Source: an optimization exercise on an open RTL-to-GDS flow (aim: small area, a short achievable clock period and few clock cycles). Production flows keep margins and buffers that such runs may drop.
The RTL was checked by simulation tests, not by an equivalence proof against the original design.
Power and IR drop assume default switching activity.

==> flow/design.v (excerpt) <==
module trimuldiv (
	input wire clk,
	input wire rst,
	input wire mul_start,
	input wire div_start,
	input wire [17:0] lhs,
	input wire [17:0] rhs,
	output wire mul_done,
	output wire [17:0] mul_res,
	output wire signed [1:0] mul_sf,
	output wire div_done,
	output wire div_by0,
	output wire [17:0] div_quo,
	output wire signed [1:0] div_quo_sf,
	output wire [17:0] div_rem,
	output wire signed [1:0] div_rem_sf
);
Size in the first run: about 850 cells after synthesis, roughly 71 flip-flops, about 5400 µm² of cells after synthesis.
==> flow/config.mk <==
export PLATFORM = sky130hd
export DESIGN_NAME = trimuldiv
export DESIGN_NICKNAME = trimuldiv
export VERILOG_FILES = /design/flow/design.v
export SDC_FILE = /design/flow/constraint.sdc
export NUM_CORES = 4
export LEC_CHECK = 0
export ABC_AREA = 1
export CAP_MARGIN = 20
export CORE_MARGIN = 2
export CORE_UTILIZATION = 65
export SLEW_MARGIN = 20
==> flow/constraint.sdc <==
create_clock -name core_clock -period 17.0 [get_ports {clk}]
set_input_delay 3.4000 -clock core_clock [delete_from_list [all_inputs] [get_ports {clk}]]
set_output_delay 3.4000 -clock core_clock [all_outputs]
set_load 0.01 [all_outputs]
standard.sh (not shown) runs the stock make flow with config.mk's settings and CLKGATE_MAP_FILE= SYNTH_SCRIPT=/design/flow/synth_recipe.tcl, a recipe that flattens the netlist after the stock synthesis.
==> flow/flow/run.sh <==
#!/bin/bash
# Standard layout with a small buffer on every port; the timing repairs aim
# for extra setup slack on the worst paths; a smaller clock tree without
# dummy loads; after global placement, stronger output buffers and
# stronger flip-flops driving them.
set -euo pipefail
HERE=$(pwd)
export BUFFER_PORTS_ARGS="-buffer_cell sky130_fd_sc_hd__buf_1"
export SETUP_SLACK_MARGIN=12.5
export TNS_END_PERCENT=0
export CTS_ARGS="-sink_clustering_enable -repair_clock_nets -dont_use_dummy_load -sink_clustering_size 30 -buf_list sky130_fd_sc_hd__clkbuf_8"
export POST_GLOBAL_PLACE_TCL=$HERE/flow/upsize_out.tcl
bash standard.sh > standard.log 2>&1
==> flow/flow/upsize_out.tcl <==
# Output ports: a stronger port buffer, and a stronger flip-flop driving it.
proc my_upsize_outputs {} {
  set nb 0
  set nf 0
  set block [ord::get_db_block]
  foreach bt [$block getBTerms] {
    if {[$bt getIoType] != "OUTPUT"} { continue }
    set net [$bt getNet]
    foreach it [$net getITerms] {
      if {![$it isOutputSignal]} { continue }
      set inst [$it getInst]
      if {[[$inst getMaster] getName] == "sky130_fd_sc_hd__buf_1"} {
        replace_cell [get_cells [$inst getName]] sky130_fd_sc_hd__buf_2
        incr nb
      }
      foreach it2 [$inst getITerms] {
        if {![$it2 isInputSignal]} { continue }
        set n2 [$it2 getNet]
        if {$n2 == "NULL"} { continue }
        foreach it3 [$n2 getITerms] {
          if {![$it3 isOutputSignal]} { continue }
          set i3 [$it3 getInst]
          if {[regexp {^sky130_fd_sc_hd__dfxtp_1$} [[$i3 getMaster] getName]]} {
            replace_cell [get_cells [$i3 getName]] sky130_fd_sc_hd__dfxtp_2
            incr nf
          }
        }
      }
    }
  }
  puts "my_upsize_outputs: $nb buffers, $nf flip-flops"
}
my_upsize_outputs
Testbench counts at the start, summed over its fixed seeds: cycles 27,762.
Rerun with:
--- a/flow/design.v
+++ b/flow/design.v
@@ -163,71 +163,78 @@
 wire ftn = tn_(qtop);
 wire d_hi0 = !(D[16] | D[14] | D[12] | D[10] | D[8] | D[6] | D[4]);
 wire d_is1 = d_hi0 & !D[2] & D[0];
 wire d_is2 = d_hi0 & D[2] & D[0] & (D[3] ^ D[1]);
 wire f_tie = (q1_pos & ftp) | (q1_neg & ftn);
 wire f_ch = (ftp | ftn) & (d_is1 | (d_is2 & f_tie));
 wire [1:0] f_r0 = f_ch ? (d_is2 ? {ftp, 1'b1} : 2'b00) : qtop;
 wire [1:0] f_qtrit = {f_ch & ((ftp & d_neg) | (ftn & d_pos)), f_ch};
 wire [1:0] qtrit = fd ? f_qtrit : qtrit_n;
 reg [9:0] dsuf;	 
-reg r_tiny;
+reg r_small, r_tiny;
 always @* begin
 	dsuf[9] = 0;
 	for (i = 8; i >= 0; i = i - 1)
 		dsuf[i] = dsuf[i+1] | D[2*i];
+	r_small = dsuf[3];
 	r_tiny = dsuf[4];
-	for (i = 0; i < 9; i = i + 1)
+	for (i = 0; i < 9; i = i + 1) begin
+		r_small = r_small & (!R[2*i] | (i + 4 <= 8 ? dsuf[(i + 4 <= 8) ? i + 4 : 9] : 1'b0));
 		r_tiny = r_tiny & (!R[2*i] | (i + 5 <= 8 ? dsuf[(i + 5 <= 8) ? i + 5 : 9] : 1'b0));
+	end
 end
 wire skip3 = cnt > 1 && (isdiv ? r_tiny : (!Q[16] && !Q[14] && !Q[12]));
-wire last = cnt == 0 || (skip3 && cnt == 2);
-wire [1:0] t_next = skip3 ? Q[11:10] : Q[15:14];
+wire skip = !skip3 && cnt != 0 && (isdiv ? (r_small || (!S[0] && !Q[14])) : (!Q[16] && !Q[14]));
+wire last = cnt == 0 || (skip && cnt == 1) || (skip3 && cnt == 2);
+wire [1:0] t_next = skip3 ? Q[11:10] : skip ? Q[13:12] : Q[15:14];
+wire [17:0] R_sh2 = {R[13:0], isdiv ? Q[17:14] : 4'b0};
 wire [17:0] R_sh3 = {R[11:0], isdiv ? Q[17:12] : 6'b0};
-wire [17:0] R_alt = skip3 ? R_sh3 : fd ? {16'b0, f_r0} : R1;
+wire [17:0] R_alt = skip3 ? R_sh3 : skip ? R_sh2 : fd ? {16'b0, f_r0} : R1;
 wire [17:0] R_next = choose ? L : R_alt;
-wire [17:0] Q_next = skip3 ? {Q[11:0], 6'b0} : {Q[15:0], qtrit};
+wire [17:0] Q_next = skip3 ? {Q[11:0], 6'b0} : skip ? {Q[13:0], 4'b0} : {Q[15:0], qtrit};
 wire tx = isdiv && !last;
 wire txp = tx & tp_(t_next);
 wire txn = tx & tn_(t_next);
 wire sa_pos = l_pos | (!l_neg & txp);	 
 wire sa_neg = l_neg | (!l_pos & txn);
 wire sb_pos = s_pos | (!s_neg & txp);	 
 wire sb_neg = s_neg | (!s_pos & txn);
 wire sf_pos = tp_(f_r0) | (!tn_(f_r0) & txp);	 
 wire sf_neg = tn_(f_r0) | (!tp_(f_r0) & txn);
-wire k1_pos = s_pos | (!s_neg & isdiv & tp_(Q[15:14]));
-wire k1_neg = s_neg | (!s_pos & isdiv & tn_(Q[15:14]));
-wire k_pos = k1_pos | (!k1_neg & isdiv & tp_(Q[13:12]));	 
-wire k_neg = k1_neg | (!k1_pos & isdiv & tn_(Q[13:12]));
-wire sk_pos = k_pos | (!k_neg & txp);	 
-wire sk_neg = k_neg | (!k_pos & txn);
-wire so_pos = skip3 ? sk_pos : fd ? sf_pos : sb_pos;
-wire so_neg = skip3 ? sk_neg : fd ? sf_neg : sb_neg;
+wire k_pos = s_pos | (!s_neg & isdiv & tp_(Q[15:14]));	 
+wire k_neg = s_neg | (!s_pos & isdiv & tn_(Q[15:14]));
+wire k3_pos = k_pos | (!k_neg & isdiv & tp_(Q[13:12]));	 
+wire k3_neg = k_neg | (!k_pos & isdiv & tn_(Q[13:12]));
+wire kk_pos = skip3 ? k3_pos : k_pos;
+wire kk_neg = skip3 ? k3_neg : k_neg;
+wire sk_pos = kk_pos | (!kk_neg & txp);	 
+wire sk_neg = kk_neg | (!kk_pos & txn);
+wire so_pos = (skip | skip3) ? sk_pos : fd ? sf_pos : sb_pos;
+wire so_neg = (skip | skip3) ? sk_neg : fd ? sf_neg : sb_neg;
 wire sn_pos = choose ? sa_pos : so_pos;
 wire sn_neg = choose ? sa_neg : so_neg;
 wire ng_a = sa_pos ^ d_neg;
 wire ng_o = so_pos ^ d_neg;
 wire ng_next = isdiv ? (choose_div ? ng_a : ng_o) : t_next[1];
 wire start = mul_start | div_start;
 always @(posedge clk) begin
 	if (busy) begin
 		R <= R_next;
 		Q <= Q_next;
 		S <= {sn_neg, sn_pos | sn_neg};
 		ng <= ng_next;
 		if (!QS[0])
 			QS <= qtrit;
 		if (!MS[0])
 			MS <= {(tp_(qtop) & d_neg) | (tn_(qtop) & d_pos),
 				(tp_(qtop) & d_pos) | (tn_(qtop) & d_neg) | (tp_(qtop) & d_neg) | (tn_(qtop) & d_pos)};
-		cnt <= cnt - (skip3 ? 4'd3 : 4'd1);
+		cnt <= cnt - (skip3 ? 4'd3 : skip ? 4'd2 : 4'd1);
 	end else begin
 		R <= 0;
 		Q <= lhs;
 		D <= rhs;
 		S <= div_start ? lhs[17:16] : 2'b00;
 		ng <= lhs[17];
 		QS <= 0;
 		MS <= 0;
 		isdiv <= div_start;
 		cnt <= 8;
Effect: Hold slack gains 0.025 ns; global-route usage increases by 1.6 points; first-iteration DRC count increases by 32%; routed wire length increases by 11%; fmax increases by 0.46%; cell area increases by 6.5%; core utilization increases by 0.25 points; worst setup slack gains 0.020 ns; sequential power increases by about 4%; clock power stays flat; flip-flop and latch count is unchanged; cell count increases by 3.6%; clock-buffer cell count does not change; combinational power increases by 29%.
Testbench counts after the change, summed over its fixed seeds: cycles 26,400.

========
## run a
Another version of the RTL of trimuldiv (not shown whole).
// trimuldiv
module trimuldiv (
	input wire clk,
	input wire rst,
	input wire mul_start,
	input wire div_start,
	input wire [17:0] lhs,
	input wire [17:0] rhs,
	output wire mul_done,
	output wire [17:0] mul_res,
	output wire signed [1:0] mul_sf,
	output wire div_done,
	output wire div_by0,
	output wire [17:0] div_quo,
	output wire signed [1:0] div_quo_sf,
	output wire [17:0] div_rem,
	output wire signed [1:0] div_rem_sf
);
==> module trimuldiv, before the edit <==
module trimuldiv (
	input wire clk,
	input wire rst,
	input wire mul_start,
	input wire div_start,
	input wire [17:0] lhs,
	input wire [17:0] rhs,
	output wire mul_done,
	output wire [17:0] mul_res,
	output wire signed [1:0] mul_sf,
	output wire div_done,
	output wire div_by0,
	output wire [17:0] div_quo,
	output wire signed [1:0] div_quo_sf,
	output wire [17:0] div_rem,
	output wire signed [1:0] div_rem_sf
);
function tp_(input [1:0] t); tp_ = t[0] & !t[1]; endfunction
function tn_(input [1:0] t); tn_ = t[1]; endfunction
function tz_(input [1:0] t); tz_ = !t[0]; endfunction
function [3:0] tfa(input [1:0] a, input [1:0] b, input cp, input ge);
	reg w2, w1, w0, wm1, wm2, c1, c0, cm, sp, sn, cpo, geo;
	begin
		w2 = tp_(a) & tp_(b);
		wm2 = tn_(a) & tn_(b);
		w1 = (tp_(a) & tz_(b)) | (tz_(a) & tp_(b));
		wm1 = (tn_(a) & tz_(b)) | (tz_(a) & tn_(b));
		w0 = !(w2 | wm2 | w1 | wm1);
		c1 = cp;
		c0 = ge & !cp;
		cm = !ge;
		sp = (w1 & c0) | (w0 & c1) | (w2 & cm) | (wm2 & c0) | (wm1 & cm);
		sn = (wm1 & c0) | (w0 & cm) | (wm2 & c1) | (w2 & c0) | (w1 & c1);
		cpo = (w2 & ge) | (w1 & cp);
		geo = !((wm2 & !cp) | (wm1 & !ge));
		tfa = {cpo, geo, sn, sp | sn};
	end
endfunction
integer i;
reg [17:0] R;
reg [17:0] Q;
reg [17:0] D;
reg [3:0] cnt;
reg busy;
reg isdiv;
reg dm, dd;
reg dz;		 
reg dneg;	 
reg [1:0] S;	 
reg ng;		 
reg [1:0] QS;	 
reg [1:0] MS;	 
wire [1:0] qtop = Q[17:16];
wire tp = isdiv & tp_(qtop);
wire tn = isdiv & tn_(qtop);
wire [17:0] R1 = {R[15:0], tn, tp | tn};
wire [17:0] Q1 = {Q[15:0], 2'b00};
wire s_pos = tp_(S);
wire s_neg = tn_(S);
reg [8:0] q1p, q1n;
always @* begin
	for (i = 0; i < 9; i = i + 1) begin
		q1p[i] = tp_(Q1[2*i+:2]);
		q1n[i] = tn_(Q1[2*i+:2]);
	end
end
wire d_neg = dneg;
wire d_pos = !dneg & !dz;
wire q1_pos, q1_neg;
trisign sgn_q1(.p(q1p), .n(q1n), .pos(q1_pos), .neg(q1_neg));
reg [17:0] N;
always @* begin
	for (i = 0; i < 9; i = i + 1)
		N[2*i+:2] = {D[2*i+1] ^ (ng & D[2*i]), D[2*i]};
end
reg [17:0] L;
reg cp, ge;
reg [3:0] fa;
always @* begin
	cp = 0;
	ge = 1;
	for (i = 0; i < 9; i = i + 1) begin
		fa = tfa(R1[2*i+:2], N[2*i+:2], cp, ge);
		L[2*i+:2] = fa[1:0];
		cp = fa[3];
		ge = fa[2];
	end
end
reg [8:0] lp, ln, wp, wn;
always @* begin
	for (i = 0; i < 9; i = i + 1) begin
		lp[i] = tp_(L[2*i+:2]);
		ln[i] = tn_(L[2*i+:2]);
		wp[i] = (tp_(R1[2*i+:2]) & !ln[i]) | (lp[i] & !tn_(R1[2*i+:2]));
		wn[i] = (tn_(R1[2*i+:2]) & !lp[i]) | (ln[i] & !tp_(R1[2*i+:2]));
	end
end
wire l_pos, l_neg, w_pos, w_neg;
trisign sgn_l(.p(lp), .n(ln), .pos(l_pos), .neg(l_neg));
trisign sgn_w(.p(wp), .n(wn), .pos(w_pos), .neg(w_neg));
wire w_zero = !w_pos && !w_neg;
wire choose_div = (w_pos && s_pos) || (w_neg && s_neg)
	|| (w_zero && ((q1_pos && s_pos) || (q1_neg && s_neg)));
wire choose = isdiv ? choose_div : qtop[0];
wire qt_nz = isdiv && choose_div;
wire [1:0] qtrit = {qt_nz & !ng, qt_nz};
wire [17:0] R_next = choose ? L : R1;
wire [17:0] Q_next = {Q[15:0], qtrit};
wire skip = !S[0] && !Q[16] && !Q[14] && cnt != 0;
wire last = cnt == 0 || (skip && cnt == 1);
wire [1:0] t_next = skip ? Q[13:12] : Q[15:14];
wire tx = isdiv && !last;
wire txp = tx & tp_(t_next);
wire txn = tx & tn_(t_next);
wire sa_pos = l_pos | (!l_neg & txp);	 
wire sa_neg = l_neg | (!l_pos & txn);
wire sb_pos = s_pos | (!s_neg & txp);	 
wire sb_neg = s_neg | (!s_pos & txn);
wire sn_pos = choose ? sa_pos : sb_pos;
wire sn_neg = choose ? sa_neg : sb_neg;
wire ng_a = sa_pos ^ d_neg;
wire ng_b = sb_pos ^ d_neg;
wire ng_next = isdiv ? (choose_div ? ng_a : ng_b) : t_next[1];
reg [8:0] rp_in, rn_in;
always @* begin
	for (i = 0; i < 9; i = i + 1) begin
		rp_in[i] = tp_(rhs[2*i+:2]);
		rn_in[i] = tn_(rhs[2*i+:2]);
	end
end
wire rhs_pos, rhs_neg;
trisign sgn_rhs(.p(rp_in), .n(rn_in), .pos(rhs_pos), .neg(rhs_neg));
wire ng_start = lhs[17] ^ (div_start & !rhs_neg);
wire start = mul_start | div_start;
always @(posedge clk) begin
	if (busy) begin
		R <= R_next;
		Q <= skip ? {Q[13:0], 4'b0} : Q_next;
		S <= {sn_neg, sn_pos | sn_neg};
		ng <= ng_next;
		if (!QS[0])
			QS <= qtrit;
		if (!MS[0])
			MS <= {(tp_(qtop) & d_neg) | (tn_(qtop) & d_pos),
				(tp_(qtop) & d_pos) | (tn_(qtop) & d_neg) | (tp_(qtop) & d_neg) | (tn_(qtop) & d_pos)};
		cnt <= cnt - (skip ? 4'd2 : 4'd1);
	end else begin
		R <= 0;
		Q <= lhs;
		D <= rhs;
		dz <= !rhs_pos & !rhs_neg;
		dneg <= rhs_neg;
		S <= div_start ? lhs[17:16] : 2'b00;
		ng <= ng_start;
		QS <= 0;
		MS <= 0;
		isdiv <= div_start;
		cnt <= 8;
	end
	if (rst) begin
		busy <= 0;
		dm <= 0;
		dd <= 0;
	end else begin
		busy <= busy ? !last : start;
		dm <= busy && last && !isdiv;
		dd <= busy && last && isdiv;
	end
end
assign mul_done = dm;
assign mul_res = R;
assign mul_sf = MS;
assign div_done = dd;
assign div_by0 = dz;
assign div_quo = Q;
assign div_rem = R;
assign div_quo_sf = QS;
assign div_rem_sf = S;
endmodule
==> flow/config.mk <==
export PLATFORM = sky130hd
export DESIGN_NAME = trimuldiv
export DESIGN_NICKNAME = trimuldiv
export VERILOG_FILES = /design/flow/design.v
export SDC_FILE = /design/flow/constraint.sdc
export NUM_CORES = 4
export LEC_CHECK = 0
export ABC_AREA = 1
export CAP_MARGIN = 20
export CORE_MARGIN = 2
export CORE_UTILIZATION = 40
export SLEW_MARGIN = 20
==> flow/constraint.sdc <==
create_clock -name core_clock -period 17.0 [get_ports {clk}]
set_input_delay 3.4000 -clock core_clock [delete_from_list [all_inputs] [get_ports {clk}]]
set_output_delay 3.4000 -clock core_clock [all_outputs]
set_load 0.01 [all_outputs]
==> flow/flow/run.sh <==
#!/bin/bash
# Standard layout with a small buffer on every port; the timing repairs aim
# for extra setup slack.
set -euo pipefail
export BUFFER_PORTS_ARGS="-buffer_cell sky130_fd_sc_hd__buf_1"
export SETUP_SLACK_MARGIN=12.45
export TNS_END_PERCENT=100
bash standard.sh > standard.log 2>&1
Run a ended with every stage complete and zero timing, DRC or antenna violations.
Testbench counts of run a, summed over its fixed seeds: cycles 32,955.
Input-level comparison between run b and run a:
diff --git a/flow/design.v b/flow/design.v
--- a/flow/design.v
+++ b/flow/design.v
@@ -88,11 +88,11 @@
 reg [3:0] cnt;
 reg busy;
 reg isdiv;
 reg dm, dd;
 reg dz;		 
-reg dneg;	 
+reg first;	 
 reg [1:0] S;	 
 reg ng;		 
 reg [1:0] QS;	 
 reg [1:0] MS;	 
 wire [1:0] qtop = Q[17:16];
@@ -107,12 +107,19 @@
 	for (i = 0; i < 9; i = i + 1) begin
 		q1p[i] = tp_(Q1[2*i+:2]);
 		q1n[i] = tn_(Q1[2*i+:2]);
 	end
 end
-wire d_neg = dneg;
-wire d_pos = !dneg & !dz;
+reg [8:0] dp, dn;
+always @* begin
+	for (i = 0; i < 9; i = i + 1) begin
+		dp[i] = tp_(D[2*i+:2]);
+		dn[i] = tn_(D[2*i+:2]);
+	end
+end
+wire d_pos, d_neg;
+trisign sgn_d(.p(dp), .n(dn), .pos(d_pos), .neg(d_neg));
 wire q1_pos, q1_neg;
 trisign sgn_q1(.p(q1p), .n(q1n), .pos(q1_pos), .neg(q1_neg));
 reg [17:0] N;
 always @* begin
 	for (i = 0; i < 9; i = i + 1)
@@ -146,12 +153,23 @@
 wire w_zero = !w_pos && !w_neg;
 wire choose_div = (w_pos && s_pos) || (w_neg && s_neg)
 	|| (w_zero && ((q1_pos && s_pos) || (q1_neg && s_neg)));
 wire choose = isdiv ? choose_div : qtop[0];
 wire qt_nz = isdiv && choose_div;
-wire [1:0] qtrit = {qt_nz & !ng, qt_nz};
-wire [17:0] R_next = choose ? L : R1;
+wire [1:0] qtrit_n = {qt_nz & !ng, qt_nz};
+wire fd = first & isdiv;
+wire ftp = tp_(qtop);
+wire ftn = tn_(qtop);
+wire d_hi0 = !(D[16] | D[14] | D[12] | D[10] | D[8] | D[6] | D[4]);
+wire d_is1 = d_hi0 & !D[2] & D[0];
+wire d_is2 = d_hi0 & D[2] & D[0] & (D[3] ^ D[1]);
+wire f_tie = (q1_pos & ftp) | (q1_neg & ftn);
+wire f_ch = (ftp | ftn) & (d_is1 | (d_is2 & f_tie));
+wire [1:0] f_r0 = f_ch ? (d_is2 ? {ftp, 1'b1} : 2'b00) : qtop;
+wire [1:0] f_qtrit = {f_ch & ((ftp & d_neg) | (ftn & d_pos)), f_ch};
+wire [1:0] qtrit = fd ? f_qtrit : qtrit_n;
+wire [17:0] R_next = fd ? {16'b0, f_r0} : choose ? L : R1;
 wire [17:0] Q_next = {Q[15:0], qtrit};
 wire skip = !S[0] && !Q[16] && !Q[14] && cnt != 0;
 wire last = cnt == 0 || (skip && cnt == 1);
 wire [1:0] t_next = skip ? Q[13:12] : Q[15:14];
 wire tx = isdiv && !last;
@@ -159,25 +177,18 @@
 wire txn = tx & tn_(t_next);
 wire sa_pos = l_pos | (!l_neg & txp);	 
 wire sa_neg = l_neg | (!l_pos & txn);
 wire sb_pos = s_pos | (!s_neg & txp);	 
 wire sb_neg = s_neg | (!s_pos & txn);
-wire sn_pos = choose ? sa_pos : sb_pos;
-wire sn_neg = choose ? sa_neg : sb_neg;
+wire sf_pos = tp_(f_r0) | (!tn_(f_r0) & txp);	 
+wire sf_neg = tn_(f_r0) | (!tp_(f_r0) & txn);
+wire sn_pos = fd ? sf_pos : choose ? sa_pos : sb_pos;
+wire sn_neg = fd ? sf_neg : choose ? sa_neg : sb_neg;
 wire ng_a = sa_pos ^ d_neg;
 wire ng_b = sb_pos ^ d_neg;
-wire ng_next = isdiv ? (choose_div ? ng_a : ng_b) : t_next[1];
-reg [8:0] rp_in, rn_in;
-always @* begin
-	for (i = 0; i < 9; i = i + 1) begin
-		rp_in[i] = tp_(rhs[2*i+:2]);
-		rn_in[i] = tn_(rhs[2*i+:2]);
-	end
-end
-wire rhs_pos, rhs_neg;
-trisign sgn_rhs(.p(rp_in), .n(rn_in), .pos(rhs_pos), .neg(rhs_neg));
-wire ng_start = lhs[17] ^ (div_start & !rhs_neg);
+wire ng_f = sf_pos ^ d_neg;
+wire ng_next = isdiv ? (fd ? ng_f : choose_div ? ng_a : ng_b) : t_next[1];
 wire start = mul_start | div_start;
 always @(posedge clk) begin
 	if (busy) begin
 		R <= R_next;
 		Q <= skip ? {Q[13:0], 4'b0} : Q_next;
@@ -191,19 +202,19 @@
 		cnt <= cnt - (skip ? 4'd2 : 4'd1);
 	end else begin
 		R <= 0;
 		Q <= lhs;
 		D <= rhs;
-		dz <= !rhs_pos & !rhs_neg;
-		dneg <= rhs_neg;
 		S <= div_start ? lhs[17:16] : 2'b00;
-		ng <= ng_start;
+		ng <= lhs[17];
 		QS <= 0;
 		MS <= 0;
 		isdiv <= div_start;
 		cnt <= 8;
 	end
+	dz <= !d_pos & !d_neg;
+	first <= !busy;
 	if (rst) begin
 		busy <= 0;
 		dm <= 0;
 		dd <= 0;
 	end else begin
--- outcome ---
- Between run a and run b, the difference in worst clock skew on the final layout is negligible.
- Taking run a as the reference, in run b number of flip-flops and latches about even; total number of multi-input combinational cells rose 32; fraction of area in multi-input gates rose 1.0 points; total wire length rose 410 um.
- When run b is set beside run a, its via count normalized by instance count turns out to be 0.64% smaller.
- Number of nets in the final layout grows by a few percent when moving from run a to run b.
Testbench counts of run b, summed over its fixed seeds: cycles 32,955.

==> separate check: timing with driven ports <==
No port has a modelled driver above. Below, the same layouts with a new extraction and two added sets of constraints. Step 1, drivers: a clkbuf_16 drives clk and a buf_2 each remaining input, both assumed. Step 2 moves the port delays by t, midway between the first and last clock arrival at a register: inputs arrive t later, outputs are due t later. That takes back most of the time a late clock gives input paths. Three values: ideal, step 1, step 2; two values: the first two.
| run | shift t [ns] | setup WS [ns] | latest minus earliest clock arrival (ns) | worst data-port slew with drivers (ns) |
|---|---|---|---|---|
| the first run of note 1 | 0.374 | 12.613 / 12.578 / 12.795 | 0.031 / 0.031 | 0.04 |
| the second run of note 1 | 0.386 | 12.634 / 12.598 / 12.801 | 0.025 / 0.025 | 0.04 |
| run a | 0.369 | 12.574 / 12.536 / 12.201 | 0.009 / 0.009 | 0.05 |
| run b | 0.387 | 12.511 / 12.472 / 12.859 | 0.011 / 0.011 | 0.04 |
After both steps setup and hold are still met in every run listed. For run a, which loses most, drivers alone change the setup slack by -0.038 ns; drivers and shift together by -0.373 ns.
